Background: an optimization exercise with open tools, aiming at small area and a short achievable clock period. Do not read the settings as production practice. Where RTL was checked, it was by simulation tests only, not by an equivalence proof against the original. The RTL of run 1 was laid out without a check of its function. No activity file was given, so power comes from the tool's default toggle rates.

==> design/flow/config.mk <==
export PLATFORM = sky130hd
export DESIGN_NAME = ALU_TOP
export DESIGN_NICKNAME = ALU_TOP
export VERILOG_FILES = /design/flow/design.v
export SDC_FILE = /design/flow/constraint.sdc
export NUM_CORES = 4
export LEC_CHECK = 0
export ABC_AREA = 1
export CAP_MARGIN = 20
export CORE_MARGIN = 2
export CORE_UTILIZATION = 40
export CTS_BUF_LIST = sky130_fd_sc_hd__clkbuf_8
export SLEW_MARGIN = 20
==> design/flow/constraint.sdc <==
create_clock -name core_clock -period 32.0 [get_ports {CLK}]
set_input_delay 6.4000 -clock core_clock [delete_from_list [all_inputs] [get_ports {CLK}]]
set_output_delay 6.4000 -clock core_clock [all_outputs]
set_load 0.01 [all_outputs]
==> design/flow/design.v <==
module ALU_TOP #(parameter Width = 16)
(
  input  [Width-1:0] A,
  input  [Width-1:0] B,
  input  [3:0]       ALU_FUN,
  input              CLK,
  input              RST,
  output [Width-1:0] Arith_OUT,
  output             Arith_Flag,
  output             Carry_OUT,
  output [Width-1:0] Logic_Out,
  output             Logic_Flag,
  output [Width-1:0] CMP_OUT,
  output             CMP_Flag,
  output             Shift_Flag,
  output [Width-1:0] Shift_OUT
);
  wire mul1 = (ALU_FUN == 4'b0010);
  wire div1 = (ALU_FUN == 4'b0011);
  wire s1 = ~ALU_FUN[2] & (ALU_FUN[0] | ALU_FUN[3]);
  wire [15:0] bx1 = B ^ {16{s1}};
  wire [16:0] bz1;
  assign bz1[0] = 1'b1;
  assign bz1[1] = bz1[0] & ~B[15];
  assign bz1[2] = bz1[1] & ~B[14];
  assign bz1[3] = bz1[2] & ~B[13];
  assign bz1[4] = bz1[3] & ~B[12];
  assign bz1[5] = bz1[4] & ~B[11];
  assign bz1[6] = bz1[5] & ~B[10];
  assign bz1[7] = bz1[6] & ~B[9];
  assign bz1[8] = bz1[7] & ~B[8];
  assign bz1[9] = bz1[8] & ~B[7];
  assign bz1[10] = bz1[9] & ~B[6];
  assign bz1[11] = bz1[10] & ~B[5];
  assign bz1[12] = bz1[11] & ~B[4];
  assign bz1[13] = bz1[12] & ~B[3];
  assign bz1[14] = bz1[13] & ~B[2];
  assign bz1[15] = bz1[14] & ~B[1];
  assign bz1[16] = bz1[15] & ~B[0];
  wire r15_a = A[15] & ~mul1;
  wire [0:0] r15_t = r15_a;
  wire [0:0] r15_p = r15_t ^ bx1[0:0];
  wire [0:0] r15_g = r15_t & bx1[0:0];
  wire r15_G1 = r15_g[0] | (r15_p[0] & s1);
  wire [0:0] r15_s;
  assign r15_s[0] = r15_p[0] ^ s1;
  wire r15_c = r15_G1;
  wire r15_sel = (mul1 & A[15]) | (div1 & bz1[15] & r15_c);
  wire [0:0] r15_r = r15_sel ? r15_s : r15_t;
  wire r14_a = A[14] & ~mul1;
  wire [1:0] r14_t = {r15_r[0:0], r14_a};
  wire [1:0] r14_p = r14_t ^ bx1[1:0];
  wire [1:0] r14_g = r14_t & bx1[1:0];
  wire r14_G1 = r14_g[0] | (r14_p[0] & s1);
  wire r14_G2 = r14_g[1] | (r14_p[1] & r14_G1);
  wire [1:0] r14_s;
  assign r14_s[0] = r14_p[0] ^ s1;
  assign r14_s[1] = r14_p[1] ^ r14_G1;
  wire r14_c = r14_G2;
  wire r14_sel = (mul1 & A[14]) | (div1 & bz1[14] & r14_c);
  wire [1:0] r14_r = r14_sel ? r14_s : r14_t;
  wire r13_a = A[13] & ~mul1;
  wire [2:0] r13_t = {r14_r[1:0], r13_a};
  wire [2:0] r13_p = r13_t ^ bx1[2:0];
  wire [2:0] r13_g = r13_t & bx1[2:0];
  wire r13_G1 = r13_g[0] | (r13_p[0] & s1);
  wire r13_G2 = r13_g[2] | (r13_p[2] & r13_g[1]);
  wire r13_P2 = r13_p[2] & r13_p[1];
  wire r13_G3 = r13_G2 | (r13_P2 & r13_G1);
  wire r13_G4 = r13_g[1] | (r13_p[1] & r13_G1);
  wire [2:0] r13_s;
  assign r13_s[0] = r13_p[0] ^ s1;
  assign r13_s[1] = r13_p[1] ^ r13_G1;
  assign r13_s[2] = r13_p[2] ^ r13_G4;
  wire r13_c = r13_G3;
  wire r13_sel = (mul1 & A[13]) | (div1 & bz1[13] & r13_c);
  wire [2:0] r13_r = r13_sel ? r13_s : r13_t;
  wire r12_a = A[12] & ~mul1;
  wire [3:0] r12_t = {r13_r[2:0], r12_a};
  wire [3:0] r12_p = r12_t ^ bx1[3:0];
  wire [3:0] r12_g = r12_t & bx1[3:0];
  wire r12_G1 = r12_g[0] | (r12_p[0] & s1);
  wire r12_G2 = r12_g[2] | (r12_p[2] & r12_g[1]);
  wire r12_P2 = r12_p[2] & r12_p[1];
  wire r12_G3 = r12_G2 | (r12_P2 & r12_G1);
  wire r12_G4 = r12_g[1] | (r12_p[1] & r12_G1);
  wire r12_G5 = r12_g[3] | (r12_p[3] & r12_G3);
  wire [3:0] r12_s;
  assign r12_s[0] = r12_p[0] ^ s1;
  assign r12_s[1] = r12_p[1] ^ r12_G1;
  assign r12_s[2] = r12_p[2] ^ r12_G4;
  assign r12_s[3] = r12_p[3] ^ r12_G3;
  wire r12_c = r12_G5;
  wire r12_sel = (mul1 & A[12]) | (div1 & bz1[12] & r12_c);
  wire [3:0] r12_r = r12_sel ? r12_s : r12_t;
  wire r11_a = A[11] & ~mul1;
  wire [4:0] r11_t = {r12_r[3:0], r11_a};
  wire [4:0] r11_p = r11_t ^ bx1[4:0];
  wire [4:0] r11_g = r11_t & bx1[4:0];
  wire r11_G1 = r11_g[0] | (r11_p[0] & s1);
  wire r11_G2 = r11_g[2] | (r11_p[2] & r11_g[1]);
  wire r11_P2 = r11_p[2] & r11_p[1];
  wire r11_G3 = r11_g[4] | (r11_p[4] & r11_g[3]);
  wire r11_P3 = r11_p[4] & r11_p[3];
  wire r11_G4 = r11_G2 | (r11_P2 & r11_G1);
  wire r11_G5 = r11_G3 | (r11_P3 & r11_G4);
  wire r11_G6 = r11_g[1] | (r11_p[1] & r11_G1);
  wire r11_G7 = r11_g[3] | (r11_p[3] & r11_G4);
  wire [4:0] r11_s;
  assign r11_s[0] = r11_p[0] ^ s1;
  assign r11_s[1] = r11_p[1] ^ r11_G1;
  assign r11_s[2] = r11_p[2] ^ r11_G6;
  assign r11_s[3] = r11_p[3] ^ r11_G4;
  assign r11_s[4] = r11_p[4] ^ r11_G7;
  wire r11_c = r11_G5;
  wire r11_sel = (mul1 & A[11]) | (div1 & bz1[11] & r11_c);
  wire [4:0] r11_r = r11_sel ? r11_s : r11_t;
  wire r10_a = A[10] & ~mul1;
  wire [5:0] r10_t = {r11_r[4:0], r10_a};
  wire [5:0] r10_p = r10_t ^ bx1[5:0];
  wire [5:0] r10_g = r10_t & bx1[5:0];
  wire r10_G1 = r10_g[0] | (r10_p[0] & s1);
  wire r10_G2 = r10_g[2] | (r10_p[2] & r10_g[1]);
  wire r10_P2 = r10_p[2] & r10_p[1];
  wire r10_G3 = r10_g[4] | (r10_p[4] & r10_g[3]);
  wire r10_P3 = r10_p[4] & r10_p[3];
  wire r10_G4 = r10_G2 | (r10_P2 & r10_G1);
  wire r10_G5 = r10_G3 | (r10_P3 & r10_G4);
  wire r10_G6 = r10_g[1] | (r10_p[1] & r10_G1);
  wire r10_G7 = r10_g[3] | (r10_p[3] & r10_G4);
  wire r10_G8 = r10_g[5] | (r10_p[5] & r10_G5);
  wire [5:0] r10_s;
  assign r10_s[0] = r10_p[0] ^ s1;
  assign r10_s[1] = r10_p[1] ^ r10_G1;
  assign r10_s[2] = r10_p[2] ^ r10_G6;
  assign r10_s[3] = r10_p[3] ^ r10_G4;
  assign r10_s[4] = r10_p[4] ^ r10_G7;
  assign r10_s[5] = r10_p[5] ^ r10_G5;
  wire r10_c = r10_G8;
  wire r10_sel = (mul1 & A[10]) | (div1 & bz1[10] & r10_c);
  wire [5:0] r10_r = r10_sel ? r10_s : r10_t;
  wire r9_a = A[9] & ~mul1;
  wire [6:0] r9_t = {r10_r[5:0], r9_a};
  wire [6:0] r9_p = r9_t ^ bx1[6:0];
  wire [6:0] r9_g = r9_t & bx1[6:0];
  wire r9_G1 = r9_g[0] | (r9_p[0] & s1);
  wire r9_G2 = r9_g[2] | (r9_p[2] & r9_g[1]);
  wire r9_P2 = r9_p[2] & r9_p[1];
  wire r9_G3 = r9_g[4] | (r9_p[4] & r9_g[3]);
  wire r9_P3 = r9_p[4] & r9_p[3];
  wire r9_G4 = r9_g[6] | (r9_p[6] & r9_g[5]);
  wire r9_P4 = r9_p[6] & r9_p[5];
  wire r9_G5 = r9_G2 | (r9_P2 & r9_G1);
  wire r9_G6 = r9_G4 | (r9_P4 & r9_G3);
  wire r9_P6 = r9_P4 & r9_P3;
  wire r9_G7 = r9_G6 | (r9_P6 & r9_G5);
  wire r9_G8 = r9_G3 | (r9_P3 & r9_G5);
  wire r9_G9 = r9_g[1] | (r9_p[1] & r9_G1);
  wire r9_G10 = r9_g[3] | (r9_p[3] & r9_G5);
  wire r9_G11 = r9_g[5] | (r9_p[5] & r9_G8);
  wire [6:0] r9_s;
  assign r9_s[0] = r9_p[0] ^ s1;
  assign r9_s[1] = r9_p[1] ^ r9_G1;
  assign r9_s[2] = r9_p[2] ^ r9_G9;
  assign r9_s[3] = r9_p[3] ^ r9_G5;
  assign r9_s[4] = r9_p[4] ^ r9_G10;
  assign r9_s[5] = r9_p[5] ^ r9_G8;
  assign r9_s[6] = r9_p[6] ^ r9_G11;
  wire r9_c = r9_G7;
  wire r9_sel = (mul1 & A[9]) | (div1 & bz1[9] & r9_c);
  wire [6:0] r9_r = r9_sel ? r9_s : r9_t;
  wire r8_a = A[8] & ~mul1;
  wire [7:0] r8_t = {r9_r[6:0], r8_a};
  wire [7:0] r8_p = r8_t ^ bx1[7:0];
  wire [7:0] r8_g = r8_t & bx1[7:0];
  wire r8_G1 = r8_g[0] | (r8_p[0] & s1);
  wire r8_G2 = r8_g[2] | (r8_p[2] & r8_g[1]);
  wire r8_P2 = r8_p[2] & r8_p[1];
  wire r8_G3 = r8_g[4] | (r8_p[4] & r8_g[3]);
  wire r8_P3 = r8_p[4] & r8_p[3];
  wire r8_G4 = r8_g[6] | (r8_p[6] & r8_g[5]);
  wire r8_P4 = r8_p[6] & r8_p[5];
  wire r8_G5 = r8_G2 | (r8_P2 & r8_G1);
  wire r8_G6 = r8_G4 | (r8_P4 & r8_G3);
  wire r8_P6 = r8_P4 & r8_P3;
  wire r8_G7 = r8_G6 | (r8_P6 & r8_G5);
  wire r8_G8 = r8_G3 | (r8_P3 & r8_G5);
  wire r8_G9 = r8_g[1] | (r8_p[1] & r8_G1);
  wire r8_G10 = r8_g[3] | (r8_p[3] & r8_G5);
  wire r8_G11 = r8_g[5] | (r8_p[5] & r8_G8);
  wire r8_G12 = r8_g[7] | (r8_p[7] & r8_G7);
  wire [7:0] r8_s;
  assign r8_s[0] = r8_p[0] ^ s1;
  assign r8_s[1] = r8_p[1] ^ r8_G1;
  assign r8_s[2] = r8_p[2] ^ r8_G9;
  assign r8_s[3] = r8_p[3] ^ r8_G5;
  assign r8_s[4] = r8_p[4] ^ r8_G10;
  assign r8_s[5] = r8_p[5] ^ r8_G8;
  assign r8_s[6] = r8_p[6] ^ r8_G11;
  assign r8_s[7] = r8_p[7] ^ r8_G7;
  wire r8_c = r8_G12;
  wire r8_sel = (mul1 & A[8]) | (div1 & bz1[8] & r8_c);
  wire [7:0] r8_r = r8_sel ? r8_s : r8_t;
  reg [15:0]   BXr;   
  reg [7:0]  Alo;
  reg [7:0] Rr;    
  reg [15:8]   Qr;
  reg [1:0]    Fr;
  reg fA, fL, fC, fS;
  always @(posedge CLK) begin
    BXr <= bx1;
    Alo <= A[7:0];
    Rr  <= r8_r;
    Qr  <= {r15_sel, r14_sel, r13_sel, r12_sel, r11_sel, r10_sel, r9_sel, r8_sel};
    Fr  <= ALU_FUN[1:0];
  end
  always @(posedge CLK or negedge RST) begin
    if (!RST) begin
      fA <= 1'b0; fL <= 1'b0; fC <= 1'b0; fS <= 1'b0;
    end else begin
      fA <= (ALU_FUN[3:2] == 2'b00);
      fL <= (ALU_FUN[3:2] == 2'b01);
      fC <= (ALU_FUN[3:2] == 2'b10);
      fS <= (ALU_FUN[3:2] == 2'b11);
    end
  end
  wire add2 = fA & (Fr == 2'b00);
  wire sub2 = fA & (Fr == 2'b01);
  wire mul2 = fA & (Fr == 2'b10);
  wire div2 = fA & (Fr == 2'b11);
  wire sr = Fr[0] | fC;
  wire [16:0] bz2;
  assign bz2[0] = 1'b1;
  assign bz2[1] = bz2[0] & BXr[15];
  assign bz2[2] = bz2[1] & BXr[14];
  assign bz2[3] = bz2[2] & BXr[13];
  assign bz2[4] = bz2[3] & BXr[12];
  assign bz2[5] = bz2[4] & BXr[11];
  assign bz2[6] = bz2[5] & BXr[10];
  assign bz2[7] = bz2[6] & BXr[9];
  assign bz2[8] = bz2[7] & BXr[8];
  assign bz2[9] = bz2[8] & BXr[7];
  assign bz2[10] = bz2[9] & BXr[6];
  assign bz2[11] = bz2[10] & BXr[5];
  assign bz2[12] = bz2[11] & BXr[4];
  assign bz2[13] = bz2[12] & BXr[3];
  assign bz2[14] = bz2[13] & BXr[2];
  assign bz2[15] = bz2[14] & BXr[1];
  assign bz2[16] = bz2[15] & BXr[0];
  wire [15:0] Alo16 = {8'b0, Alo};
  wire r7_a = Alo16[7] & ~mul2;
  wire [8:0] r7_t = {Rr[7:0], r7_a};
  wire [8:0] r7_p = r7_t ^ BXr[8:0];
  wire [8:0] r7_g = r7_t & BXr[8:0];
  wire r7_G1 = r7_g[0] | (r7_p[0] & sr);
  wire r7_G2 = r7_g[2] | (r7_p[2] & r7_g[1]);
  wire r7_P2 = r7_p[2] & r7_p[1];
  wire r7_G3 = r7_g[4] | (r7_p[4] & r7_g[3]);
  wire r7_P3 = r7_p[4] & r7_p[3];
  wire r7_G4 = r7_g[6] | (r7_p[6] & r7_g[5]);
  wire r7_P4 = r7_p[6] & r7_p[5];
  wire r7_G5 = r7_g[8] | (r7_p[8] & r7_g[7]);
  wire r7_P5 = r7_p[8] & r7_p[7];
  wire r7_G6 = r7_G2 | (r7_P2 & r7_G1);
  wire r7_G7 = r7_G4 | (r7_P4 & r7_G3);
  wire r7_P7 = r7_P4 & r7_P3;
  wire r7_G8 = r7_G7 | (r7_P7 & r7_G6);
  wire r7_G9 = r7_G3 | (r7_P3 & r7_G6);
  wire r7_G10 = r7_G5 | (r7_P5 & r7_G8);
  wire r7_G11 = r7_g[1] | (r7_p[1] & r7_G1);
  wire r7_G12 = r7_g[3] | (r7_p[3] & r7_G6);
  wire r7_G13 = r7_g[5] | (r7_p[5] & r7_G9);
  wire r7_G14 = r7_g[7] | (r7_p[7] & r7_G8);
  wire [8:0] r7_s;
  assign r7_s[0] = r7_p[0] ^ sr;
  assign r7_s[1] = r7_p[1] ^ r7_G1;
  assign r7_s[2] = r7_p[2] ^ r7_G11;
  assign r7_s[3] = r7_p[3] ^ r7_G6;
  assign r7_s[4] = r7_p[4] ^ r7_G12;
  assign r7_s[5] = r7_p[5] ^ r7_G9;
  assign r7_s[6] = r7_p[6] ^ r7_G13;
  assign r7_s[7] = r7_p[7] ^ r7_G8;
  assign r7_s[8] = r7_p[8] ^ r7_G14;
  wire r7_c = r7_G10;
  wire r7_sel = (mul2 & Alo16[7]) | (div2 & bz2[7] & r7_c);
  wire [8:0] r7_r = r7_sel ? r7_s : r7_t;
  wire r6_a = Alo16[6] & ~mul2;
  wire [9:0] r6_t = {r7_r[8:0], r6_a};
  wire [9:0] r6_p = r6_t ^ BXr[9:0];
  wire [9:0] r6_g = r6_t & BXr[9:0];
  wire r6_G1 = r6_g[0] | (r6_p[0] & sr);
  wire r6_G2 = r6_g[2] | (r6_p[2] & r6_g[1]);
  wire r6_P2 = r6_p[2] & r6_p[1];
  wire r6_G3 = r6_g[4] | (r6_p[4] & r6_g[3]);
  wire r6_P3 = r6_p[4] & r6_p[3];
  wire r6_G4 = r6_g[6] | (r6_p[6] & r6_g[5]);
  wire r6_P4 = r6_p[6] & r6_p[5];
  wire r6_G5 = r6_g[8] | (r6_p[8] & r6_g[7]);
  wire r6_P5 = r6_p[8] & r6_p[7];
  wire r6_G6 = r6_G2 | (r6_P2 & r6_G1);
  wire r6_G7 = r6_G4 | (r6_P4 & r6_G3);
  wire r6_P7 = r6_P4 & r6_P3;
  wire r6_G8 = r6_G7 | (r6_P7 & r6_G6);
  wire r6_G9 = r6_G3 | (r6_P3 & r6_G6);
  wire r6_G10 = r6_G5 | (r6_P5 & r6_G8);
  wire r6_G11 = r6_g[1] | (r6_p[1] & r6_G1);
  wire r6_G12 = r6_g[3] | (r6_p[3] & r6_G6);
  wire r6_G13 = r6_g[5] | (r6_p[5] & r6_G9);
  wire r6_G14 = r6_g[7] | (r6_p[7] & r6_G8);
  wire r6_G15 = r6_g[9] | (r6_p[9] & r6_G10);
  wire [9:0] r6_s;
  assign r6_s[0] = r6_p[0] ^ sr;
  assign r6_s[1] = r6_p[1] ^ r6_G1;
  assign r6_s[2] = r6_p[2] ^ r6_G11;
  assign r6_s[3] = r6_p[3] ^ r6_G6;
  assign r6_s[4] = r6_p[4] ^ r6_G12;
  assign r6_s[5] = r6_p[5] ^ r6_G9;
  assign r6_s[6] = r6_p[6] ^ r6_G13;
  assign r6_s[7] = r6_p[7] ^ r6_G8;
  assign r6_s[8] = r6_p[8] ^ r6_G14;
  assign r6_s[9] = r6_p[9] ^ r6_G10;
  wire r6_c = r6_G15;
  wire r6_sel = (mul2 & Alo16[6]) | (div2 & bz2[6] & r6_c);
  wire [9:0] r6_r = r6_sel ? r6_s : r6_t;
  wire r5_a = Alo16[5] & ~mul2;
  wire [10:0] r5_t = {r6_r[9:0], r5_a};
  wire [10:0] r5_p = r5_t ^ BXr[10:0];
  wire [10:0] r5_g = r5_t & BXr[10:0];
  wire r5_G1 = r5_g[0] | (r5_p[0] & sr);
  wire r5_G2 = r5_g[2] | (r5_p[2] & r5_g[1]);
  wire r5_P2 = r5_p[2] & r5_p[1];
  wire r5_G3 = r5_g[4] | (r5_p[4] & r5_g[3]);
  wire r5_P3 = r5_p[4] & r5_p[3];
  wire r5_G4 = r5_g[6] | (r5_p[6] & r5_g[5]);
  wire r5_P4 = r5_p[6] & r5_p[5];
  wire r5_G5 = r5_g[8] | (r5_p[8] & r5_g[7]);
  wire r5_P5 = r5_p[8] & r5_p[7];
  wire r5_G6 = r5_g[10] | (r5_p[10] & r5_g[9]);
  wire r5_P6 = r5_p[10] & r5_p[9];
  wire r5_G7 = r5_G2 | (r5_P2 & r5_G1);
  wire r5_G8 = r5_G4 | (r5_P4 & r5_G3);
  wire r5_P8 = r5_P4 & r5_P3;
  wire r5_G9 = r5_G6 | (r5_P6 & r5_G5);
  wire r5_P9 = r5_P6 & r5_P5;
  wire r5_G10 = r5_G8 | (r5_P8 & r5_G7);
  wire r5_G11 = r5_G9 | (r5_P9 & r5_G10);
  wire r5_G12 = r5_G3 | (r5_P3 & r5_G7);
  wire r5_G13 = r5_G5 | (r5_P5 & r5_G10);
  wire r5_G14 = r5_g[1] | (r5_p[1] & r5_G1);
  wire r5_G15 = r5_g[3] | (r5_p[3] & r5_G7);
  wire r5_G16 = r5_g[5] | (r5_p[5] & r5_G12);
  wire r5_G17 = r5_g[7] | (r5_p[7] & r5_G10);
  wire r5_G18 = r5_g[9] | (r5_p[9] & r5_G13);
  wire [10:0] r5_s;
  assign r5_s[0] = r5_p[0] ^ sr;
  assign r5_s[1] = r5_p[1] ^ r5_G1;
  assign r5_s[2] = r5_p[2] ^ r5_G14;
  assign r5_s[3] = r5_p[3] ^ r5_G7;
  assign r5_s[4] = r5_p[4] ^ r5_G15;
  assign r5_s[5] = r5_p[5] ^ r5_G12;
  assign r5_s[6] = r5_p[6] ^ r5_G16;
  assign r5_s[7] = r5_p[7] ^ r5_G10;
  assign r5_s[8] = r5_p[8] ^ r5_G17;
  assign r5_s[9] = r5_p[9] ^ r5_G13;
  assign r5_s[10] = r5_p[10] ^ r5_G18;
  wire r5_c = r5_G11;
  wire r5_sel = (mul2 & Alo16[5]) | (div2 & bz2[5] & r5_c);
  wire [10:0] r5_r = r5_sel ? r5_s : r5_t;
  wire r4_a = Alo16[4] & ~mul2;
  wire [11:0] r4_t = {r5_r[10:0], r4_a};
  wire [11:0] r4_p = r4_t ^ BXr[11:0];
  wire [11:0] r4_g = r4_t & BXr[11:0];
  wire r4_G1 = r4_g[0] | (r4_p[0] & sr);
  wire r4_G2 = r4_g[2] | (r4_p[2] & r4_g[1]);
  wire r4_P2 = r4_p[2] & r4_p[1];
  wire r4_G3 = r4_g[4] | (r4_p[4] & r4_g[3]);
  wire r4_P3 = r4_p[4] & r4_p[3];
  wire r4_G4 = r4_g[6] | (r4_p[6] & r4_g[5]);
  wire r4_P4 = r4_p[6] & r4_p[5];
  wire r4_G5 = r4_g[8] | (r4_p[8] & r4_g[7]);
  wire r4_P5 = r4_p[8] & r4_p[7];
  wire r4_G6 = r4_g[10] | (r4_p[10] & r4_g[9]);
  wire r4_P6 = r4_p[10] & r4_p[9];
  wire r4_G7 = r4_G2 | (r4_P2 & r4_G1);
  wire r4_G8 = r4_G4 | (r4_P4 & r4_G3);
  wire r4_P8 = r4_P4 & r4_P3;
  wire r4_G9 = r4_G6 | (r4_P6 & r4_G5);
  wire r4_P9 = r4_P6 & r4_P5;
  wire r4_G10 = r4_G8 | (r4_P8 & r4_G7);
  wire r4_G11 = r4_G9 | (r4_P9 & r4_G10);
  wire r4_G12 = r4_G3 | (r4_P3 & r4_G7);
  wire r4_G13 = r4_G5 | (r4_P5 & r4_G10);
  wire r4_G14 = r4_g[1] | (r4_p[1] & r4_G1);
  wire r4_G15 = r4_g[3] | (r4_p[3] & r4_G7);
  wire r4_G16 = r4_g[5] | (r4_p[5] & r4_G12);
  wire r4_G17 = r4_g[7] | (r4_p[7] & r4_G10);
  wire r4_G18 = r4_g[9] | (r4_p[9] & r4_G13);
  wire r4_G19 = r4_g[11] | (r4_p[11] & r4_G11);
  wire [11:0] r4_s;
  assign r4_s[0] = r4_p[0] ^ sr;
  assign r4_s[1] = r4_p[1] ^ r4_G1;
  assign r4_s[2] = r4_p[2] ^ r4_G14;
  assign r4_s[3] = r4_p[3] ^ r4_G7;
  assign r4_s[4] = r4_p[4] ^ r4_G15;
  assign r4_s[5] = r4_p[5] ^ r4_G12;
  assign r4_s[6] = r4_p[6] ^ r4_G16;
  assign r4_s[7] = r4_p[7] ^ r4_G10;
  assign r4_s[8] = r4_p[8] ^ r4_G17;
  assign r4_s[9] = r4_p[9] ^ r4_G13;
  assign r4_s[10] = r4_p[10] ^ r4_G18;
  assign r4_s[11] = r4_p[11] ^ r4_G11;
  wire r4_c = r4_G19;
  wire r4_sel = (mul2 & Alo16[4]) | (div2 & bz2[4] & r4_c);
  wire [11:0] r4_r = r4_sel ? r4_s : r4_t;
  wire r3_a = Alo16[3] & ~mul2;
  wire [12:0] r3_t = {r4_r[11:0], r3_a};
  wire [12:0] r3_p = r3_t ^ BXr[12:0];
  wire [12:0] r3_g = r3_t & BXr[12:0];
  wire r3_G1 = r3_g[0] | (r3_p[0] & sr);
  wire r3_G2 = r3_g[2] | (r3_p[2] & r3_g[1]);
  wire r3_P2 = r3_p[2] & r3_p[1];
  wire r3_G3 = r3_g[4] | (r3_p[4] & r3_g[3]);
  wire r3_P3 = r3_p[4] & r3_p[3];
  wire r3_G4 = r3_g[6] | (r3_p[6] & r3_g[5]);
  wire r3_P4 = r3_p[6] & r3_p[5];
  wire r3_G5 = r3_g[8] | (r3_p[8] & r3_g[7]);
  wire r3_P5 = r3_p[8] & r3_p[7];
  wire r3_G6 = r3_g[10] | (r3_p[10] & r3_g[9]);
  wire r3_P6 = r3_p[10] & r3_p[9];
  wire r3_G7 = r3_g[12] | (r3_p[12] & r3_g[11]);
  wire r3_P7 = r3_p[12] & r3_p[11];
  wire r3_G8 = r3_G2 | (r3_P2 & r3_G1);
  wire r3_G9 = r3_G4 | (r3_P4 & r3_G3);
  wire r3_P9 = r3_P4 & r3_P3;
  wire r3_G10 = r3_G6 | (r3_P6 & r3_G5);
  wire r3_P10 = r3_P6 & r3_P5;
  wire r3_G11 = r3_G9 | (r3_P9 & r3_G8);
  wire r3_G12 = r3_G10 | (r3_P10 & r3_G11);
  wire r3_G13 = r3_G3 | (r3_P3 & r3_G8);
  wire r3_G14 = r3_G5 | (r3_P5 & r3_G11);
  wire r3_G15 = r3_G7 | (r3_P7 & r3_G12);
  wire r3_G16 = r3_g[1] | (r3_p[1] & r3_G1);
  wire r3_G17 = r3_g[3] | (r3_p[3] & r3_G8);
  wire r3_G18 = r3_g[5] | (r3_p[5] & r3_G13);
  wire r3_G19 = r3_g[7] | (r3_p[7] & r3_G11);
  wire r3_G20 = r3_g[9] | (r3_p[9] & r3_G14);
  wire r3_G21 = r3_g[11] | (r3_p[11] & r3_G12);
  wire [12:0] r3_s;
  assign r3_s[0] = r3_p[0] ^ sr;
  assign r3_s[1] = r3_p[1] ^ r3_G1;
  assign r3_s[2] = r3_p[2] ^ r3_G16;
  assign r3_s[3] = r3_p[3] ^ r3_G8;
  assign r3_s[4] = r3_p[4] ^ r3_G17;
  assign r3_s[5] = r3_p[5] ^ r3_G13;
  assign r3_s[6] = r3_p[6] ^ r3_G18;
  assign r3_s[7] = r3_p[7] ^ r3_G11;
  assign r3_s[8] = r3_p[8] ^ r3_G19;
  assign r3_s[9] = r3_p[9] ^ r3_G14;
  assign r3_s[10] = r3_p[10] ^ r3_G20;
  assign r3_s[11] = r3_p[11] ^ r3_G12;
  assign r3_s[12] = r3_p[12] ^ r3_G21;
  wire r3_c = r3_G15;
  wire r3_sel = (mul2 & Alo16[3]) | (div2 & bz2[3] & r3_c);
  wire [12:0] r3_r = r3_sel ? r3_s : r3_t;
  wire r2_a = Alo16[2] & ~mul2;
  wire [13:0] r2_t = {r3_r[12:0], r2_a};
  wire [13:0] r2_p = r2_t ^ BXr[13:0];
  wire [13:0] r2_g = r2_t & BXr[13:0];
  wire r2_G1 = r2_g[0] | (r2_p[0] & sr);
  wire r2_G2 = r2_g[2] | (r2_p[2] & r2_g[1]);
  wire r2_P2 = r2_p[2] & r2_p[1];
  wire r2_G3 = r2_g[4] | (r2_p[4] & r2_g[3]);
  wire r2_P3 = r2_p[4] & r2_p[3];
  wire r2_G4 = r2_g[6] | (r2_p[6] & r2_g[5]);
  wire r2_P4 = r2_p[6] & r2_p[5];
  wire r2_G5 = r2_g[8] | (r2_p[8] & r2_g[7]);
  wire r2_P5 = r2_p[8] & r2_p[7];
  wire r2_G6 = r2_g[10] | (r2_p[10] & r2_g[9]);
  wire r2_P6 = r2_p[10] & r2_p[9];
  wire r2_G7 = r2_g[12] | (r2_p[12] & r2_g[11]);
  wire r2_P7 = r2_p[12] & r2_p[11];
  wire r2_G8 = r2_G2 | (r2_P2 & r2_G1);
  wire r2_G9 = r2_G4 | (r2_P4 & r2_G3);
  wire r2_P9 = r2_P4 & r2_P3;
  wire r2_G10 = r2_G6 | (r2_P6 & r2_G5);
  wire r2_P10 = r2_P6 & r2_P5;
  wire r2_G11 = r2_G9 | (r2_P9 & r2_G8);
  wire r2_G12 = r2_G10 | (r2_P10 & r2_G11);
  wire r2_G13 = r2_G3 | (r2_P3 & r2_G8);
  wire r2_G14 = r2_G5 | (r2_P5 & r2_G11);
  wire r2_G15 = r2_G7 | (r2_P7 & r2_G12);
  wire r2_G16 = r2_g[1] | (r2_p[1] & r2_G1);
  wire r2_G17 = r2_g[3] | (r2_p[3] & r2_G8);
  wire r2_G18 = r2_g[5] | (r2_p[5] & r2_G13);
  wire r2_G19 = r2_g[7] | (r2_p[7] & r2_G11);
  wire r2_G20 = r2_g[9] | (r2_p[9] & r2_G14);
  wire r2_G21 = r2_g[11] | (r2_p[11] & r2_G12);
  wire r2_G22 = r2_g[13] | (r2_p[13] & r2_G15);
  wire [13:0] r2_s;
  assign r2_s[0] = r2_p[0] ^ sr;
  assign r2_s[1] = r2_p[1] ^ r2_G1;
  assign r2_s[2] = r2_p[2] ^ r2_G16;
  assign r2_s[3] = r2_p[3] ^ r2_G8;
  assign r2_s[4] = r2_p[4] ^ r2_G17;
  assign r2_s[5] = r2_p[5] ^ r2_G13;
  assign r2_s[6] = r2_p[6] ^ r2_G18;
  assign r2_s[7] = r2_p[7] ^ r2_G11;
  assign r2_s[8] = r2_p[8] ^ r2_G19;
  assign r2_s[9] = r2_p[9] ^ r2_G14;
  assign r2_s[10] = r2_p[10] ^ r2_G20;
  assign r2_s[11] = r2_p[11] ^ r2_G12;
  assign r2_s[12] = r2_p[12] ^ r2_G21;
  assign r2_s[13] = r2_p[13] ^ r2_G15;
  wire r2_c = r2_G22;
  wire r2_sel = (mul2 & Alo16[2]) | (div2 & bz2[2] & r2_c);
  wire [13:0] r2_r = r2_sel ? r2_s : r2_t;
  wire r1_a = Alo16[1] & ~mul2;
  wire [14:0] r1_t = {r2_r[13:0], r1_a};
  wire [14:0] r1_p = r1_t ^ BXr[14:0];
  wire [14:0] r1_g = r1_t & BXr[14:0];
  wire r1_G1 = r1_g[0] | (r1_p[0] & sr);
  wire r1_G2 = r1_g[2] | (r1_p[2] & r1_g[1]);
  wire r1_P2 = r1_p[2] & r1_p[1];
  wire r1_G3 = r1_g[4] | (r1_p[4] & r1_g[3]);
  wire r1_P3 = r1_p[4] & r1_p[3];
  wire r1_G4 = r1_g[6] | (r1_p[6] & r1_g[5]);
  wire r1_P4 = r1_p[6] & r1_p[5];
  wire r1_G5 = r1_g[8] | (r1_p[8] & r1_g[7]);
  wire r1_P5 = r1_p[8] & r1_p[7];
  wire r1_G6 = r1_g[10] | (r1_p[10] & r1_g[9]);
  wire r1_P6 = r1_p[10] & r1_p[9];
  wire r1_G7 = r1_g[12] | (r1_p[12] & r1_g[11]);
  wire r1_P7 = r1_p[12] & r1_p[11];
  wire r1_G8 = r1_g[14] | (r1_p[14] & r1_g[13]);
  wire r1_P8 = r1_p[14] & r1_p[13];
  wire r1_G9 = r1_G2 | (r1_P2 & r1_G1);
  wire r1_G10 = r1_G4 | (r1_P4 & r1_G3);
  wire r1_P10 = r1_P4 & r1_P3;
  wire r1_G11 = r1_G6 | (r1_P6 & r1_G5);
  wire r1_P11 = r1_P6 & r1_P5;
  wire r1_G12 = r1_G8 | (r1_P8 & r1_G7);
  wire r1_P12 = r1_P8 & r1_P7;
  wire r1_G13 = r1_G10 | (r1_P10 & r1_G9);
  wire r1_G14 = r1_G12 | (r1_P12 & r1_G11);
  wire r1_P14 = r1_P12 & r1_P11;
  wire r1_G15 = r1_G14 | (r1_P14 & r1_G13);
  wire r1_G16 = r1_G11 | (r1_P11 & r1_G13);
  wire r1_G17 = r1_G3 | (r1_P3 & r1_G9);
  wire r1_G18 = r1_G5 | (r1_P5 & r1_G13);
  wire r1_G19 = r1_G7 | (r1_P7 & r1_G16);
  wire r1_G20 = r1_g[1] | (r1_p[1] & r1_G1);
  wire r1_G21 = r1_g[3] | (r1_p[3] & r1_G9);
  wire r1_G22 = r1_g[5] | (r1_p[5] & r1_G17);
  wire r1_G23 = r1_g[7] | (r1_p[7] & r1_G13);
  wire r1_G24 = r1_g[9] | (r1_p[9] & r1_G18);
  wire r1_G25 = r1_g[11] | (r1_p[11] & r1_G16);
  wire r1_G26 = r1_g[13] | (r1_p[13] & r1_G19);
  wire [14:0] r1_s;
  assign r1_s[0] = r1_p[0] ^ sr;
  assign r1_s[1] = r1_p[1] ^ r1_G1;
  assign r1_s[2] = r1_p[2] ^ r1_G20;
  assign r1_s[3] = r1_p[3] ^ r1_G9;
  assign r1_s[4] = r1_p[4] ^ r1_G21;
  assign r1_s[5] = r1_p[5] ^ r1_G17;
  assign r1_s[6] = r1_p[6] ^ r1_G22;
  assign r1_s[7] = r1_p[7] ^ r1_G13;
  assign r1_s[8] = r1_p[8] ^ r1_G23;
  assign r1_s[9] = r1_p[9] ^ r1_G18;
  assign r1_s[10] = r1_p[10] ^ r1_G24;
  assign r1_s[11] = r1_p[11] ^ r1_G16;
  assign r1_s[12] = r1_p[12] ^ r1_G25;
  assign r1_s[13] = r1_p[13] ^ r1_G19;
  assign r1_s[14] = r1_p[14] ^ r1_G26;
  wire r1_c = r1_G15;
  wire r1_sel = (mul2 & Alo16[1]) | (div2 & bz2[1] & r1_c);
  wire [14:0] r1_r = r1_sel ? r1_s : r1_t;
  wire r0_a = Alo16[0] & ~mul2;
  wire [15:0] r0_t = {r1_r[14:0], r0_a};
  wire [15:0] r0_p = r0_t ^ BXr[15:0];
  wire [15:0] r0_g = r0_t & BXr[15:0];
  wire r0_G1 = r0_g[0] | (r0_p[0] & sr);
  wire r0_G2 = r0_g[2] | (r0_p[2] & r0_g[1]);
  wire r0_P2 = r0_p[2] & r0_p[1];
  wire r0_G3 = r0_g[4] | (r0_p[4] & r0_g[3]);
  wire r0_P3 = r0_p[4] & r0_p[3];
  wire r0_G4 = r0_g[6] | (r0_p[6] & r0_g[5]);
  wire r0_P4 = r0_p[6] & r0_p[5];
  wire r0_G5 = r0_g[8] | (r0_p[8] & r0_g[7]);
  wire r0_P5 = r0_p[8] & r0_p[7];
  wire r0_G6 = r0_g[10] | (r0_p[10] & r0_g[9]);
  wire r0_P6 = r0_p[10] & r0_p[9];
  wire r0_G7 = r0_g[12] | (r0_p[12] & r0_g[11]);
  wire r0_P7 = r0_p[12] & r0_p[11];
  wire r0_G8 = r0_g[14] | (r0_p[14] & r0_g[13]);
  wire r0_P8 = r0_p[14] & r0_p[13];
  wire r0_G9 = r0_G2 | (r0_P2 & r0_G1);
  wire r0_G10 = r0_G4 | (r0_P4 & r0_G3);
  wire r0_P10 = r0_P4 & r0_P3;
  wire r0_G11 = r0_G6 | (r0_P6 & r0_G5);
  wire r0_P11 = r0_P6 & r0_P5;
  wire r0_G12 = r0_G8 | (r0_P8 & r0_G7);
  wire r0_P12 = r0_P8 & r0_P7;
  wire r0_G13 = r0_G10 | (r0_P10 & r0_G9);
  wire r0_G14 = r0_G12 | (r0_P12 & r0_G11);
  wire r0_P14 = r0_P12 & r0_P11;
  wire r0_G15 = r0_G14 | (r0_P14 & r0_G13);
  wire r0_G16 = r0_G11 | (r0_P11 & r0_G13);
  wire r0_G17 = r0_G3 | (r0_P3 & r0_G9);
  wire r0_G18 = r0_G5 | (r0_P5 & r0_G13);
  wire r0_G19 = r0_G7 | (r0_P7 & r0_G16);
  wire r0_G20 = r0_g[1] | (r0_p[1] & r0_G1);
  wire r0_G21 = r0_g[3] | (r0_p[3] & r0_G9);
  wire r0_G22 = r0_g[5] | (r0_p[5] & r0_G17);
  wire r0_G23 = r0_g[7] | (r0_p[7] & r0_G13);
  wire r0_G24 = r0_g[9] | (r0_p[9] & r0_G18);
  wire r0_G25 = r0_g[11] | (r0_p[11] & r0_G16);
  wire r0_G26 = r0_g[13] | (r0_p[13] & r0_G19);
  wire r0_G27 = r0_g[15] | (r0_p[15] & r0_G15);
  wire [15:0] r0_s;
  assign r0_s[0] = r0_p[0] ^ sr;
  assign r0_s[1] = r0_p[1] ^ r0_G1;
  assign r0_s[2] = r0_p[2] ^ r0_G20;
  assign r0_s[3] = r0_p[3] ^ r0_G9;
  assign r0_s[4] = r0_p[4] ^ r0_G21;
  assign r0_s[5] = r0_p[5] ^ r0_G17;
  assign r0_s[6] = r0_p[6] ^ r0_G22;
  assign r0_s[7] = r0_p[7] ^ r0_G13;
  assign r0_s[8] = r0_p[8] ^ r0_G23;
  assign r0_s[9] = r0_p[9] ^ r0_G18;
  assign r0_s[10] = r0_p[10] ^ r0_G24;
  assign r0_s[11] = r0_p[11] ^ r0_G16;
  assign r0_s[12] = r0_p[12] ^ r0_G25;
  assign r0_s[13] = r0_p[13] ^ r0_G19;
  assign r0_s[14] = r0_p[14] ^ r0_G26;
  assign r0_s[15] = r0_p[15] ^ r0_G15;
  wire r0_c = r0_G27;
  wire r0_sel = (mul2 & Alo16[0]) | (div2 & bz2[0] & r0_c) | add2 | sub2;
  wire r0_rsel = (mul2 & Alo16[0]) | add2 | sub2;
  wire [15:0] r0_r = r0_rsel ? r0_s : r0_t;
  wire [15:0] Ar = {Rr, Alo};    
  assign Arith_OUT  = div2 ? {Qr, r7_sel, r6_sel, r5_sel, r4_sel, r3_sel, r2_sel, r1_sel, r0_sel} : (fA ? r0_r : 16'b0);
  assign Arith_Flag = fA;
  assign Carry_OUT  = add2 & r0_c;
  reg [15:0] lo;    
  always @(*) begin
    case (Fr)
      2'b00: lo = Ar & BXr;
      2'b01: lo = Ar | BXr;
      2'b10: lo = ~(Ar & BXr);
      default: lo = ~(Ar | BXr);
    endcase
  end
  assign Logic_Out  = fL ? lo : 16'b0;
  assign Logic_Flag = fL;
  wire eq = &(r0_t ^ BXr);
  wire ge = r0_c;
  wire gt = ge & ~eq;
  wire lt = ~ge;
  wire [1:0] cmp = (Fr == 2'b01) ? {1'b0, eq} :
                   (Fr == 2'b10) ? {gt, 1'b0} :
                   (Fr == 2'b11) ? {lt, lt} : 2'b00;
  assign CMP_OUT  = {14'b0, fC ? cmp : 2'b00};
  assign CMP_Flag = fC;
  reg [15:0] sh;
  always @(*) begin
    case (Fr)
      2'b00: sh = Ar >> 1;
      2'b01: sh = Ar << 1;
      2'b10: sh = BXr >> 1;      
      default: sh = BXr << 1;
    endcase
  end
  assign Shift_OUT  = fS ? sh : 16'b0;
  assign Shift_Flag = fS;
endmodule
==> design/flow/flow/run.sh <==
#!/bin/bash
# The standard layout, with two changes: synthesis leaves the adders to abc
# (no full/half-adder cells are extracted; registers are untouched), and the
# ports are buffered with the smallest buffer.
export BUFFER_PORTS_ARGS="-buffer_cell sky130_fd_sc_hd__buf_1"
bash standard.sh ADDER_MAP_FILE= finish > standard.log 2>&1
==> design/flow/standard.sh <==
#!/bin/bash
# synth_recipe.tcl (not shown) runs the flow's synth.tcl, then flattens the netlist and writes it again
# the make line also repeats each setting of config.mk as NAME=value (left out here)
make -C /OpenROAD-flow-scripts/flow DESIGN_CONFIG=/design/flow/config.mk WORK_HOME=/design/flow/orfs CLKGATE_MAP_FILE= SYNTH_SCRIPT=/design/flow/synth_recipe.tcl "${@:-finish}"
==> results_dict.tcl, run 1 <==
set metrics [dict create \
    status "no timing/DRC/antenna violations" \
    cts_tree "yes" \
    worstPathArrival_ns 13.85 \
    worstMarginPinSlew_ns 0.9222 \
    seq_power_share 0.172 \
    die_w_um 165.0 \
    ys.flop_type "dfxtp_1" \
    clkSinkCount 46 \
    switching_share 0.5683 \
    crit_required_ns 25.60 \
    path_buf_inv 4 \
    cp-start-kind "flip-flop" \
    synthTopCellsByArea "nand2_1 (28%), nand3_1 (12%), dfxtp_1 (8.1%), inv_1 (7.3%), xor2_1 (6.2%)" \
    p_int_uw 183.4 \
    fin_util 0.4298 \
    grt_overflow 0 \
    min_period_ns 20.25 \
    drive_gt1_frac 0.07607 \
    period_share 0.6327 \
    root_buffer "clkbuf_8" \
    grt_pass1_wl_um 59740 \
    rows 58 \
    clk_pin_slew_ns 0.10 \
    yosys.area.top_type_share 0.2830 \
    p_per_area_nw_per_um2 39.04 \
    postSynth.asyncResetShare 0.08696 \
    p_comb_frac 0.715 \
    syn_to_final_growth_pct 4.946 \
    wl_per_cell_um 16.19 \
    p_total_uw 424.9 \
    fin_setup_tns_ns 0 \
    synth_most_common_cell "nand2_1" \
    cts_made_buffers 5 \
    track_usage 0.2820 \
    rsz0062_at_grt "no" \
    vias_per_cell 5.348 \
    timing.hold.ws_ns 5.900 \
    port_buffers 92 \
    ios 107 \
    ir_drop_uv 17.42 \
    cts.hold.buffers_added 0 \
    path_delay_family "simple AND/OR/NAND/NOR gates" \
    hold_path.class "in2async" \
    antenna_found_initial 0 \
    final-setup-viol-count 0 \
    grt_pass1_vias 11215 \
    ys.warnings.count 1 \
    path_class "reg2out" \
    dp_hpwl_um 30490 \
    hold_viol 0 \
    n_antenna_cell 0 \
    seq_area_frac_synth 0.09072 \
    max_cap_violations 0 \
    fillCellCount 2867 \
    cp_slowest_cell "dfxtp_2" \
    globalplace.congestion 0.9918 \
    yosys.area.top_type "nand2_1" \
    first_pass_iters 6 \
    htreeDepth 2 \
    synth_commonest_cells "nand2_1 (782), nand3_1 (245), inv_1 (201), nor2_1 (141), a21oi_1 (82)" \
    clockPowerShare 0.113 \
    max_stage_delay_ns 0.87 \
    first_iter_violations 1139 \
    cp_common_cell "nand2_1" \
    cp_max_fo 45 \
    cts_buffer_depth 2 \
    core_um2 25330 \
    power_switching_uw 241.5 \
    synth_seq_cells 46 \
    power.leakage_nw 6.018 \
    postRouteAntennaNets 0 \
    vias 12803 \
    end_kind "output pin" \
    cts_resized 0 \
    post-cts-setup-buffers 0 \
    grt_max_degree 46 \
    syn_area_um2 10370 \
    start_util 0.4095 \
    drcViolationCount 0 \
    multi_input_area_um2 8059 \
    fmax_mhz 49.39 \
    wl_um 38770 \
    maxSlewViolCount 0 \
    die_h_um 165.0 \
    netlist_instances 2009 \
    synth.avg_cell_area_um2 5.162 \
    regArea_um2 942.2 \
    dieArea_um2 27230 \
    fin_nets 2101 \
    synth_edf_count 0 \
    slew_headroom 0.3830 \
    synth_cell_types 56 \
]
[kinds of logic after synthesis]
group / count (synthesis) / share of synthesized area
xor gates and xnor gates: 100 / 0.08445
DFF: 46 / 0.09072
adders and majority gates: 1 / 0.0009652
buffers and inverters: 313 / 0.1373
and+or+nand+nor: 1301 / 0.5461
other: 1 / 0.0003616
AOI/OAI and AO/OA: 247 / 0.1401
[layer usage]
layer | vias to the layer above | track usage | part of all wire
met3 | 96 | 0.03968 | 0.084
met4 | 0 | 0.1241 | 0.046
met2 | 515 | 0.4653 | 0.45
met5 | - | 0 | 0
li1 | 6483 | - | -
met1 | 5709 | 0.3649 | 0.42
[state kept, by name (all words and copies together) (netlist names)]
| signal | cells |
|---|---|
| fS | 1 |
| Fr | 2 |
| Qr | 8 |
| Rr | 8 |
| fC | 1 |
| BXr | 16 |
| Alo | 8 |
| fL | 1 |
| fA | 1 |
[power groups by stage]
stage	Sequential (mW)	Clock, mW	Combinational, mW
floorplan	0.0666	0	0.238
global placement	0.0743	0	0.296
detailed placement	0.0743	0	0.297
CTS	0.0730	0.0493	0.298
global route	0.0737	0.0514	0.340
finish	0.0731	0.0481	0.304
[stage by stage]
step	setup slack [ns]	cell area, µm²	cells
floorplan	16.20	10420	2022
CTS	12.02	10880	2394
finish	11.75	10880	2394
global placement	12.80	10770	2386
detailed placement	12.42	10770	2386
global route	9.961	10880	2394
[final cells by class]
type / instances / share of cell area
Multi-Input combinational cell: 1663 / 0.7404
Sequential cell: 46 / 0.08656
Inverter: 243 / 0.08426
Timing Repair Buffer: 104 / 0.04000
Tap cell: 330 / 0.03794
Clock buffer: 5 / 0.006323
Clock inverter: 3 / 0.004483
[layout by cell type, fill, tap and decap left out, types with 14 or more instances in the layout]
| cell type | instances |
|---|---|
| nand2_1 | 782 |
| nand3_1 | 245 |
| inv_1 | 201 |
| nor2_1 | 141 |
| buf_1 | 92 |
| a21oi_1 | 82 |
| o21ai_0 | 81 |
| xor2_1 | 74 |
| nand2_2 | 45 |
| dfxtp_1 | 41 |
| inv_2 | 31 |
| xnor2_1 | 26 |
| o21ai_1 | 18 |
| nand3b_1 | 17 |
| conb_1 | 14 |
[worst max-delay path by stage]
stage	from	end	slack, ns	depth (start not counted)
6_report	Fr[0]$_DFF_P_	Carry_OUT	11.75	97
5_1_grt	Fr[0]$_DFF_P_	CMP_OUT[1]	9.96	98
4_1_cts	Fr[0]$_DFF_P_	Arith_OUT[14]	12.02	101
3_5_place_dp	Fr[0]$_DFF_P_	Arith_OUT[14]	12.42	103
3_3_place_gp	Fr[0]$_DFF_P_	Arith_OUT[14]	12.80	103
2_1_floorplan	Fr[0]$_DFF_P_	Carry_OUT	16.20	110
==> inputs of run 2 (changes only) <==
--- a/design/flow/design.v
+++ b/design/flow/design.v
@@ -201,17 +201,53 @@
   wire r8_c = r8_G12;
   wire r8_sel = (mul1 & A[8]) | (div1 & bz1[8] & r8_c);
   wire [7:0] r8_r = r8_sel ? r8_s : r8_t;
+  wire r7_a = A[7] & ~mul1;
+  wire [8:0] r7_t = {r8_r[7:0], r7_a};
+  wire [8:0] r7_p = r7_t ^ bx1[8:0];
+  wire [8:0] r7_g = r7_t & bx1[8:0];
+  wire r7_G1 = r7_g[0] | (r7_p[0] & s1);
+  wire r7_G2 = r7_g[2] | (r7_p[2] & r7_g[1]);
+  wire r7_P2 = r7_p[2] & r7_p[1];
+  wire r7_G3 = r7_g[4] | (r7_p[4] & r7_g[3]);
+  wire r7_P3 = r7_p[4] & r7_p[3];
+  wire r7_G4 = r7_g[6] | (r7_p[6] & r7_g[5]);
+  wire r7_P4 = r7_p[6] & r7_p[5];
+  wire r7_G5 = r7_g[8] | (r7_p[8] & r7_g[7]);
+  wire r7_P5 = r7_p[8] & r7_p[7];
+  wire r7_G6 = r7_G2 | (r7_P2 & r7_G1);
+  wire r7_G7 = r7_G4 | (r7_P4 & r7_G3);
+  wire r7_P7 = r7_P4 & r7_P3;
+  wire r7_G8 = r7_G7 | (r7_P7 & r7_G6);
+  wire r7_G9 = r7_G3 | (r7_P3 & r7_G6);
+  wire r7_G10 = r7_G5 | (r7_P5 & r7_G8);
+  wire r7_G11 = r7_g[1] | (r7_p[1] & r7_G1);
+  wire r7_G12 = r7_g[3] | (r7_p[3] & r7_G6);
+  wire r7_G13 = r7_g[5] | (r7_p[5] & r7_G9);
+  wire r7_G14 = r7_g[7] | (r7_p[7] & r7_G8);
+  wire [8:0] r7_s;
+  assign r7_s[0] = r7_p[0] ^ s1;
+  assign r7_s[1] = r7_p[1] ^ r7_G1;
+  assign r7_s[2] = r7_p[2] ^ r7_G11;
+  assign r7_s[3] = r7_p[3] ^ r7_G6;
+  assign r7_s[4] = r7_p[4] ^ r7_G12;
+  assign r7_s[5] = r7_p[5] ^ r7_G9;
+  assign r7_s[6] = r7_p[6] ^ r7_G13;
+  assign r7_s[7] = r7_p[7] ^ r7_G8;
+  assign r7_s[8] = r7_p[8] ^ r7_G14;
+  wire r7_c = r7_G10;
+  wire r7_sel = (mul1 & A[7]) | (div1 & bz1[7] & r7_c);
+  wire [8:0] r7_r = r7_sel ? r7_s : r7_t;
   reg [15:0]   BXr;   
-  reg [7:0]  Alo;
-  reg [7:0] Rr;    
-  reg [15:8]   Qr;
+  reg [6:0]  Alo;
+  reg [8:0] Rr;    
+  reg [15:7]   Qr;
   reg [1:0]    Fr;
   reg fA, fL, fC, fS;
   always @(posedge CLK) begin
     BXr <= bx1;
-    Alo <= A[7:0];
-    Rr  <= r8_r;
-    Qr  <= {r15_sel, r14_sel, r13_sel, r12_sel, r11_sel, r10_sel, r9_sel, r8_sel};
+    Alo <= A[6:0];
+    Rr  <= r7_r;
+    Qr  <= {r15_sel, r14_sel, r13_sel, r12_sel, r11_sel, r10_sel, r9_sel, r8_sel, r7_sel};
     Fr  <= ALU_FUN[1:0];
   end
   always @(posedge CLK or negedge RST) begin
@@ -247,45 +283,9 @@
   assign bz2[14] = bz2[13] & BXr[2];
   assign bz2[15] = bz2[14] & BXr[1];
   assign bz2[16] = bz2[15] & BXr[0];
-  wire [15:0] Alo16 = {8'b0, Alo};
-  wire r7_a = Alo16[7] & ~mul2;
-  wire [8:0] r7_t = {Rr[7:0], r7_a};
-  wire [8:0] r7_p = r7_t ^ BXr[8:0];
-  wire [8:0] r7_g = r7_t & BXr[8:0];
-  wire r7_G1 = r7_g[0] | (r7_p[0] & sr);
-  wire r7_G2 = r7_g[2] | (r7_p[2] & r7_g[1]);
-  wire r7_P2 = r7_p[2] & r7_p[1];
-  wire r7_G3 = r7_g[4] | (r7_p[4] & r7_g[3]);
-  wire r7_P3 = r7_p[4] & r7_p[3];
-  wire r7_G4 = r7_g[6] | (r7_p[6] & r7_g[5]);
-  wire r7_P4 = r7_p[6] & r7_p[5];
-  wire r7_G5 = r7_g[8] | (r7_p[8] & r7_g[7]);
-  wire r7_P5 = r7_p[8] & r7_p[7];
-  wire r7_G6 = r7_G2 | (r7_P2 & r7_G1);
-  wire r7_G7 = r7_G4 | (r7_P4 & r7_G3);
-  wire r7_P7 = r7_P4 & r7_P3;
-  wire r7_G8 = r7_G7 | (r7_P7 & r7_G6);
-  wire r7_G9 = r7_G3 | (r7_P3 & r7_G6);
-  wire r7_G10 = r7_G5 | (r7_P5 & r7_G8);
-  wire r7_G11 = r7_g[1] | (r7_p[1] & r7_G1);
-  wire r7_G12 = r7_g[3] | (r7_p[3] & r7_G6);
-  wire r7_G13 = r7_g[5] | (r7_p[5] & r7_G9);
-  wire r7_G14 = r7_g[7] | (r7_p[7] & r7_G8);
-  wire [8:0] r7_s;
-  assign r7_s[0] = r7_p[0] ^ sr;
-  assign r7_s[1] = r7_p[1] ^ r7_G1;
-  assign r7_s[2] = r7_p[2] ^ r7_G11;
-  assign r7_s[3] = r7_p[3] ^ r7_G6;
-  assign r7_s[4] = r7_p[4] ^ r7_G12;
-  assign r7_s[5] = r7_p[5] ^ r7_G9;
-  assign r7_s[6] = r7_p[6] ^ r7_G13;
-  assign r7_s[7] = r7_p[7] ^ r7_G8;
-  assign r7_s[8] = r7_p[8] ^ r7_G14;
-  wire r7_c = r7_G10;
-  wire r7_sel = (mul2 & Alo16[7]) | (div2 & bz2[7] & r7_c);
-  wire [8:0] r7_r = r7_sel ? r7_s : r7_t;
+  wire [15:0] Alo16 = {9'b0, Alo};
   wire r6_a = Alo16[6] & ~mul2;
-  wire [9:0] r6_t = {r7_r[8:0], r6_a};
+  wire [9:0] r6_t = {Rr[8:0], r6_a};
   wire [9:0] r6_p = r6_t ^ BXr[9:0];
   wire [9:0] r6_g = r6_t & BXr[9:0];
   wire r6_G1 = r6_g[0] | (r6_p[0] & sr);
@@ -638,7 +638,7 @@
   wire r0_rsel = (mul2 & Alo16[0]) | add2 | sub2;
   wire [15:0] r0_r = r0_rsel ? r0_s : r0_t;
   wire [15:0] Ar = {Rr, Alo};    
-  assign Arith_OUT  = div2 ? {Qr, r7_sel, r6_sel, r5_sel, r4_sel, r3_sel, r2_sel, r1_sel, r0_sel} : (fA ? r0_r : 16'b0);
+  assign Arith_OUT  = div2 ? {Qr, r6_sel, r5_sel, r4_sel, r3_sel, r2_sel, r1_sel, r0_sel} : (fA ? r0_r : 16'b0);
   assign Arith_Flag = fA;
   assign Carry_OUT  = add2 & r0_c;
   reg [15:0] lo;    
--- a/design/flow/config.mk
+++ b/design/flow/config.mk
@@ -8,6 +8,6 @@
 export ABC_AREA = 1
 export CAP_MARGIN = 20
 export CORE_MARGIN = 2
-export CORE_UTILIZATION = 40
+export CORE_UTILIZATION = 55
 export CTS_BUF_LIST = sky130_fd_sc_hd__clkbuf_8
 export SLEW_MARGIN = 20
==> run 2 against run 1 <==
  * Non-clock buffer count shrank 1
  * Total power fell by 2.4%
  * Design area increased by 3.0%
  * Maximum frequency up 8.7%
  * Routed wire length down 2.4%
  * Setup slack improved by 1.6 ns
  * First-iteration DRC count down 15%
  * Still clean on timing, DRC and antenna
  * Hold slack better by 0.0094 ns
  * Core utilization up 15 points
  * Sequential power rose by 3.6%
  * Cell count increased by 1.3%
==> results_dict.tcl, run 2 <==
set metrics [dict create \
    top_register "BXr" \
    die_w_um 144.4 \
    path_buf_inv 7 \
    final_cell_mix "nand2_1 (781), nand3_1 (291), inv_1 (237)" \
    cts_resized 0 \
    max_cap_violations 0 \
    htreeDepth 2 \
    first_pass_iters 6 \
    crit_required_ns 25.60 \
    port_buffers 92 \
    vias 13194 \
    fin_ws_ns 13.37 \
    grt_pass1_wl_um 58310 \
    first_iter_violations 973 \
    fin_nets 2197 \
    synthTopCellsByArea "nand2_1 (27%), nand3_1 (13%), inv_1 (8.2%), dfxtp_1 (7.9%), xor2_1 (5.6%)" \
    start_util 0.5591 \
    min_period_ns 18.63 \
    final-setup-viol-count 0 \
    syn_area_um2 10850 \
    grt_max_degree 46 \
    globalplace.congestion 0.9789 \
    ir_drop_uv 18.19 \
    regArea_um2 960.9 \
    cts.hold.buffers_added 0 \
    slew_headroom 0.2977 \
    drcViolationCount 0 \
    worstMarginPinSlew_ns 1.050 \
    fin_util 0.5781 \
    clkSinkCount 47 \
    synth.avg_cell_area_um2 5.158 \
    synth_edf_count 0 \
    yosys.area.top_type "nand2_1" \
    multi_input_area_um2 8359 \
    drive_gt1_frac 0.08148 \
    die_h_um 144.4 \
    wl_um 37830 \
    hold_path.class "in2async" \
    dp_hpwl_um 30490 \
    ys.flop_type "dfxtp_1" \
    n_antenna_cell 0 \
    ys.warnings.count 1 \
    status "no timing/DRC/antenna violations" \
    maxSlewViolCount 0 \
    max_stage_delay_ns 0.51 \
    path_class "reg2out" \
    cts_buffer_depth 2 \
    cp-startpoint "Fr[0]$_DFF_P_" \
    reg.largest.list "BXr (16), Qr (9), Rr (9)" \
    final_common_cell "nand2_1" \
    grt_pass1_vias 11588 \
    cts_tree "yes" \
    clk_pin_slew_ns 0.09 \
    fin_setup_tns_ns 0 \
    synth_most_common_cell "nand2_1" \
    fmax_mhz 53.68 \
    fin_area_um2 11210 \
    grt_overflow 0 \
    synth_seq_cells 47 \
    ios 107 \
    worstPathArrival_ns 12.23 \
    seq_area_frac_synth 0.08859 \
    period_share 0.5822 \
    synth_cell_types 59 \
    yosys.area.top_type_share 0.2703 \
    postSynth.asyncResetShare 0.08511 \
    netlist_instances 2103 \
    p_per_area_nw_per_um2 36.97 \
    syn_to_final_growth_pct 3.391 \
    cp_max_fo 43 \
    place_ws_ns 13.92 \
    largest_register_ffs 16 \
    cp_common_cell "nand2_1" \
    post-cts-setup-buffers 0 \
    postRouteAntennaNets 0 \
    root_buffer "clkbuf_8" \
    hold_viol 0 \
    cp_slowest_cell "nor4_2" \
    dpl_cell_area_um2 11130 \
    core_um2 19400 \
    vias_per_cell 5.441 \
    rows 51 \
    power.leakage_nw 6.431 \
    fillCellCount 2166 \
    rsz0062_at_grt "no" \
    cp-start-kind "flip-flop" \
    synth_commonest_cells "nand2_1 (781), nand3_1 (291), inv_1 (236), nor2_1 (160), a21oi_1 (90)" \
    track_usage 0.3567 \
    wl_per_cell_um 15.60 \
    antenna_found_initial 0 \
    end_kind "output pin" \
    dieArea_um2 20860 \
    path_delay_family "simple AND/OR/NAND/NOR gates" \
    cts_made_buffers 5 \
]
==> run 2: cell types whose count changed in the layout (fill, tap and decap cells not counted), sizes merged, moves of 8 or more <==
| cell | delta |
|---|---|
| nand3 | +52 |
| a21oi | +8 |
| inv | +37 |
| nor2 | +20 |
| o21ai | -8 |
| nand2 | +13 |
==> run 2: stage by stage <==
step	hold WS (ns)	cells	power [mW]
2_1_floorplan	6.104	2116	0.3083
6_report	5.909	2425	0.4145
3_3_place_gp	6.245	2417	0.3723
4_1_cts	5.907	2425	0.4099
3_5_place_dp	6.244	2417	0.3740
5_1_grt	5.918	2425	0.4566
==> run 2: worst max path at each step <==
| stage | to | slack [ns] | cells past startpoint |
|---|---|---|---|
| after floorplan | Carry_OUT | 17.34 | 95 |
| after global placement | Arith_OUT[10] | 14.31 | 84 |
| after detailed placement | Arith_OUT[10] | 13.92 | 83 |
| after CTS | Arith_OUT[10] | 13.56 | 83 |
| after global routing | Arith_OUT[10] | 12.04 | 83 |
| final | Carry_OUT | 13.37 | 82 |
==> run 2: power by group <==
group	internal (mW)	switching [mW]
logic	0.0987	0.206
registers	0.0633	0.0124
clock network	0.0151	0.0194
total	0.177	0.237
==> run 2: final cells by class <==
cell class	instances	area share
Clock buffer	5	0.006136
Clock inverter	3	0.001562
Inverter	278	0.09350
Multi-Input combinational cell	1724	0.7454
Sequential cell	47	0.08569
Tap cell	265	0.02957
Timing Repair Buffer	103	0.03816
==> run 2: cell families (layout without fill, tap and decap cells) <==
| logic type | Yosys count | in the layout | share of synthesized area |
|---|---|---|---|
| AO/OA/AOI/OAI | 241 | 241 | 0.1300 |
| flip-flops | 47 | 47 | 0.08859 |
| other | 1 | 14 | 0.0003457 |
| XOR/XNOR | 96 | 96 | 0.07821 |
| buffers and inverters | 345 | 389 | 0.1452 |
| AND/OR/NAND/NOR | 1373 | 1373 | 0.5576 |
==> run 2: layer usage <==
layer  up-vias  share of wire  track usage
li1       6765              -            -
met2       510           0.46       0.6091
met4         0          0.060       0.1926
met3       120          0.082      0.06258
met5         -              0            0
met1      5799           0.40       0.4248
==> inputs of run 3 (changes only) <==
==> design/flow/flow/run.sh (replaced) <==
#!/bin/bash
# The standard layout, with two changes: synthesis leaves the adders to abc
# (no full/half-adder cells are extracted; registers are untouched), and the
# ports are buffered with the smallest buffer.
export BUFFER_PORTS_ARGS="-buffer_cell sky130_fd_sc_hd__buf_1"
bash standard.sh ADDER_MAP_FILE= SETUP_SLACK_MARGIN=14 finish > standard.log 2>&1
--- a/design/flow/config.mk
+++ b/design/flow/config.mk
@@ -8,6 +8,6 @@
 export ABC_AREA = 1
 export CAP_MARGIN = 20
 export CORE_MARGIN = 2
-export CORE_UTILIZATION = 55
+export CORE_UTILIZATION = 40
 export CTS_BUF_LIST = sky130_fd_sc_hd__clkbuf_8
 export SLEW_MARGIN = 20
==> run 3 against run 2 <==
  * Clock power increased by about 10%
  * Routed wire length increased by 8.0%
  * Total power increased by 3.7%
  * Die area increased by 36%
  * Global-route usage decreased by 8.4 points
  * Synthesized cell count unchanged
  * Hold slack got worse by 0.014 ns
  * Sequential power increased by 0.9%
  * Sequential share of layout area decreased by 0.28 points
  * Maximum frequency increased by 8.2%
  * Area after synthesis unchanged
  * Critical path type unchanged
==> results_dict.tcl, run 3 <==
set metrics [dict create \
    yosys.area.top_type "nand2_1" \
    dieArea_um2 28450 \
    fin_nets 2219 \
    power_switching_uw 247.0 \
    antenna_found_initial 1 \
    synth_seq_cells 47 \
    port_buffers 92 \
    grt_pass1_vias 11732 \
    p_total_uw 429.9 \
    postRouteAntennaNets 0 \
    slew_headroom 0.2097 \
    wl_per_cell_um 16.20 \
    start_util 0.4047 \
    dpl.cell_count 2495 \
    syn_area_um2 10850 \
    reg.largest.list "BXr (16), Qr (9), Rr (9)" \
    max_cap_violations 0 \
    rsz0062_at_grt "no" \
    top_register "BXr" \
    root_buffer "clkbuf_8" \
    ir_drop_uv 18.10 \
    dp_hpwl_um 32370 \
    maxSlewViolCount 0 \
    cts_tree "yes" \
    die_w_um 168.7 \
    cp_slowest_cell "dfxtp_1" \
    fin_area_um2 11730 \
    first_pass_iters 8 \
    fin_setup_tns_ns 0 \
    fillCellCount 3065 \
    cp_common_cell "nand2_1" \
    syn_to_final_growth_pct 8.167 \
    p_per_area_nw_per_um2 36.64 \
    cts_made_buffers 5 \
    end_kind "output pin" \
    max_stage_delay_ns 0.81 \
    cp_max_fo 17 \
    status "no timing/DRC/antenna violations" \
    core_um2 26800 \
    htreeDepth 2 \
    track_usage 0.2727 \
    fmax_mhz 58.05 \
    cts_buffer_depth 2 \
    synth_mux_area_frac 0 \
    final_common_cell "nand2_1" \
    vias_per_cell 5.339 \
    globalplace.congestion 0.9849 \
    clockPowerShare 0.088 \
    ios 107 \
    p_comb_frac 0.734 \
    synth_commonest_cells "nand2_1 (781), nand3_1 (291), inv_1 (236), nor2_1 (160), a21oi_1 (90)" \
    min_period_ns 17.23 \
    place_ws_ns 13.85 \
    clkSinkCount 47 \
    postSynth.asyncResetShare 0.08511 \
    synthAdderAreaFrac 0 \
    rows 60 \
    clk_pin_slew_ns 0.09 \
    drcViolationCount 0 \
    synth-simple-area-share 0.5576 \
    p_int_uw 182.9 \
    ys.warnings.count 1 \
    seq_power_share 0.178 \
    seq_area_frac_synth 0.08859 \
    synth_most_common_cell "nand2_1" \
    cp-start-kind "flip-flop" \
    synth_cell_types 59 \
    synth_top_family_by_area "simple AND/OR/NAND/NOR gates" \
    worstPathArrival_ns 10.83 \
    first_iter_violations 1234 \
    hold_path.class "in2async" \
    grt_pass1_wl_um 61160 \
    synth_xor_xnor_area_share 0.07821 \
    ys.flop_type "dfxtp_1" \
    synth_edf_count 0 \
    synthTopCellsByArea "nand2_1 (27%), nand3_1 (13%), inv_1 (8.2%), dfxtp_1 (7.9%), xor2_1 (5.6%)" \
    wl_um 40860 \
    netlist_instances 2103 \
    power.leakage_nw 6.610 \
    final_cell_mix "nand2_1 (776), nand3_1 (288), inv_1 (236)" \
    period_share 0.5383 \
    grt_max_degree 46 \
    dpl_cell_area_um2 11240 \
    grt_overflow 0 \
    switching_share 0.5745 \
    path_class "reg2out" \
    die_h_um 168.7 \
    crit_required_ns 25.60 \
    worstMarginPinSlew_ns 1.176 \
    hold_viol 0 \
    yosys.area.top_type_share 0.2703 \
    final-setup-viol-count 0 \
    fin_ws_ns 14.77 \
    synth.avg_cell_area_um2 5.158 \
    vias 13470 \
    finalNonFillerCells 2523 \
    drive_gt1_frac 0.1013 \
    largest_register_ffs 16 \
    synth_compound_area_frac 0.1300 \
]
run 3: cell counts after synthesis:
No cell type changed its count.
run 3: final timing paths:
kind	from	endpoint	slack (ns)	cells after the start
worst min-delay path	RST	fA$_DFF_PN0_	5.90	1
max in group asynchronous	RST	fL$_DFF_PN0_	25.90	1
worst max-delay path	BXr[11]$_DFF_P_	Arith_OUT[0]	14.77	78
min in group core_clock	A[0]	Alo[0]$_DFF_P_	6.17	1
run 3: cells by family after synthesis:
family,after synthesis
compound gates,241
xor+xnor,96
buf+inv,345
flops,47
other cells,1
simple gates,1373
run 3: power by group through the flow:
stage	registers (mW)	clock network, mW	logic (mW)
2_1_floorplan	0.0682	0	0.240
3_5_place_dp	0.0768	0	0.301
6_report	0.0764	0.0380	0.316
3_3_place_gp	0.0768	0	0.299
5_1_grt	0.0765	0.0419	0.352
4_1_cts	0.0754	0.0397	0.303
run 3: metrics by stage:
step                      hold slack [ns]  utilization
after floorplan                     6.104            -
after global placement              6.241       0.4193
after detailed placement            6.243       0.4193
after CTS                           5.880       0.4237
after global routing                5.891       0.4377
final                               5.895       0.4378
run 3: final cells by class:
| class | instances | area [µm²] | area share |
|---|---|---|---|
| antenna | 1 | 2.502 | 0.0002133 |
| clock buffer | 6 | 82.58 | 0.007038 |
| clock inverter | 1 | 8.758 | 0.0007465 |
| inverter | 278 | 1052 | 0.08969 |
| multi-input combinational | 1730 | 8597 | 0.7328 |
| sequential | 47 | 972.2 | 0.08286 |
| tap | 341 | 426.7 | 0.03637 |
| timing repair buffer | 119 | 590.6 | 0.05034 |
run 3: repair_timing:
action / in CTS / in global routing
pin swaps: 0 / 10
setup buffers: 0 / 13
gates resized for setup: 4 / 45
hold buffers: 0 / 0
setup endpoints to repair: 16 / 19
gates cloned: 0 / 7
run 3: metal layers:
metal	track usage	up-vias	wire length (µm)
met5	0	-	0
li1	-	6840	-
met1	0.3256	5967	16440
met3	0.04606	132	3309
met2	0.4661	531	18760
met4	0.1492	0	2345
run 3: critical path, delay by kind of cell, from the launching register on:
| family | cells | cell delay (ns) |
|---|---|---|
| AO/OA/AOI/OAI | 6 | 1.29 |
| buffers and inverters | 7 | 1.18 |
| AND/OR/NAND/NOR | 65 | 7.21 |
| flip-flops | 1 | 0.81 |
